Context: an optimization exercise on an open-source flow, tuned for small area, a short achievable clock period and few clock cycles per item. The choices shown serve that exercise and are no tape-out recipe. In this exercise RTL edits were held to simulation tests only and were not proved equivalent to the original. No activity file was given, so power comes from the tool's default toggle rates.

// sig_16_hw
module sig_16_hw #(parameter K=16,DWIDTH=32,EXPONENT_WIDTH=8, BIAS=8'd127)(input [DWIDTH-1:0] x_in,input clk,start,rst,output reg valid, output reg [DWIDTH-1:0] y_out);
function ge;
	input [30:0] a, t;
	integer i;
	begin
		ge = 1'b1;
		for (i = 0; i < 31; i = i + 1)
			ge = t[i] ? (a[i] & ge) : (a[i] | ge);
	end
endfunction
wire        s = x_in[31];
wire [30:0] a = x_in[30:0];				 
wire nan = ~ge(31'h7f800000, a);			 
wire sat = ge(a, 31'h40a00000);				 
wire zs  = a[30:23] == 8'd0;				 
reg [3:0] idx;
always @(*)
begin
	if      (ge(a, 31'h40918000)) idx = 4'd15;	 
	else if (ge(a, 31'h4085c000)) idx = 4'd14;	 
	else if (ge(a, 31'h40768000)) idx = 4'd13;	 
	else if (ge(a, 31'h40628000)) idx = 4'd12;	 
	else if (ge(a, 31'h404f0000)) idx = 4'd11;	 
	else if (ge(a, 31'h403b8000)) idx = 4'd10;	 
	else if (ge(a, 31'h40288000)) idx = 4'd9;	 
	else if (ge(a, 31'h40158000)) idx = 4'd8;	 
	else if (ge(a, 31'h40030000)) idx = 4'd7;	 
	else if (ge(a, 31'h3fe00000)) idx = 4'd6;	 
	else if (ge(a, 31'h3fbb0000)) idx = 4'd5;	 
	else if (ge(a, 31'h3f950000)) idx = 4'd4;	 
	else if (ge(a, 31'h3f600000)) idx = 4'd3;	 
	else if (ge(a, 31'h3f140000)) idx = 4'd2;	 
	else if (ge(a, 31'h3e940000)) idx = 4'd1;	 
	else                        idx = 4'd0;
end
reg [3:0] idx_q;
reg       sp_q, s_q;
always @(posedge clk)
begin
	idx_q <= {idx[3:1], idx[0] & ~nan};
	sp_q  <= nan | sat | zs;
	s_q   <= s;
	if (rst)
		valid <= 1'b0;
	else
		valid <= start;
end
reg [31:0] pos, neg;
always @(*)
begin
	case (idx_q)
	4'd0: begin pos = 32'h3f0954ae; neg = 32'h3eed56a4; end
	4'd1: begin pos = 32'h3f1b9919; neg = 32'h3ec8cdce; end
  ...
For scale: ~330 cells after synthesis, roughly 7 flip-flops, about 68 I/O pins, roughly 1700 um^2 of cells after synthesis.
==> flow/config.mk <==
export PLATFORM = sky130hd
export DESIGN_NAME = sig_16_hw
export DESIGN_NICKNAME = sig_16_hw
export VERILOG_FILES = /design/flow/design.v
export SDC_FILE = /design/flow/constraint.sdc
export NUM_CORES = 4
export LEC_CHECK = 0
export ABC_AREA = 1
export CAP_MARGIN = 20
export CORE_MARGIN = 2
export CORE_UTILIZATION = 40
export PLACE_DENSITY = 0.6
export SLEW_MARGIN = 20
==> flow/constraint.sdc <==
create_clock -name core_clock -period 10.0 [get_ports {clk}]
set_input_delay 2.0000 -clock core_clock [delete_from_list [all_inputs] [get_ports {clk}]]
set_output_delay 2.0000 -clock core_clock [all_outputs]
set_load 0.01 [all_outputs]
standard.sh (not shown) runs the stock make flow with config.mk's settings and CLKGATE_MAP_FILE= SYNTH_SCRIPT=/design/flow/synth_recipe.tcl, a recipe that flattens the netlist after the stock synthesis.
==> flow/flow/run.sh <==
#!/bin/bash
# The standard layout, with the smallest buffer on the ports instead of
# the delay buffer buffer_ports would pick by itself, and timing repair
# aiming at a shorter period than the clock's.
set -euo pipefail
export BUFFER_PORTS_ARGS="-buffer_cell sky130_fd_sc_hd__buf_1"
export SETUP_SLACK_MARGIN=5.6
bash standard.sh > standard.log 2>&1
Testbench counts at the start, summed over its fixed seeds: cycles 6,392, items 3,200.
Edit:
--- a/flow/flow/run.sh
+++ b/flow/flow/run.sh
@@ -6,3 +6,3 @@
 export BUFFER_PORTS_ARGS="-buffer_cell sky130_fd_sc_hd__buf_1"
-export SETUP_SLACK_MARGIN=5.6
+export SETUP_SLACK_MARGIN=6.0
 bash standard.sh > standard.log 2>&1
What happened:
- The new run finished clean
- setup slack improves by 0.31 ns
- worst hold slack does not change
- sequential share of layout area barely changes
- non-clock buffer count grows by 8
- global-route usage grows by 0.21 points
- utilization grows by 3.3 points
Edit:
--- a/flow/flow/run.sh
+++ b/flow/flow/run.sh
@@ -6,3 +6,3 @@
 export BUFFER_PORTS_ARGS="-buffer_cell sky130_fd_sc_hd__buf_1"
-export SETUP_SLACK_MARGIN=6.0
+export SETUP_SLACK_MARGIN=6.4
 bash standard.sh > standard.log 2>&1
Settings changed: CTS_BUF_LIST set to sky130_fd_sc_hd__clkbuf_2.
=> Fmax came out lower by 0.42%. Wire length came out higher by 22%. Worst setup slack got worse by 0.017 ns. Utilization grows by 13 points. Cell count rises by 6.3%. Area after synthesis is unchanged. Global-route usage rose by 3.7 points. Total power is higher by 12%.

static timing again, ports no longer ideal:
In the flow no input, the clock included, has a driving cell. The finished layouts below were timed again as built, in two steps.
Step 1 sets driving cells, clkbuf_16 on the clock port and buf_2 on the other inputs (assumed; they add their load-dependent delay and slew).
Step 2, shift: input delay + t, output delay - t, t = (earliest + latest rising clock arrival at the registers) / 2. This alone moves slack from input paths to output paths.
Three values: ideal ports, drivers, drivers and shift; two values: the first two.
| run | shift t [ns] | setup WS [ns] | worst register clock-pin slew, ns |
|---|---|---|---|
| the first run | 0.239 | 5.775 / 5.757 / 5.997 | 0.04 / 0.04 |
| the second run | 0.239 | 6.086 / 6.069 / 6.308 | 0.04 / 0.04 |
| the third run | 0.245 | 6.070 / 6.054 / 6.299 | 0.08 / 0.08 |
After both steps setup and hold are still met in every run listed.
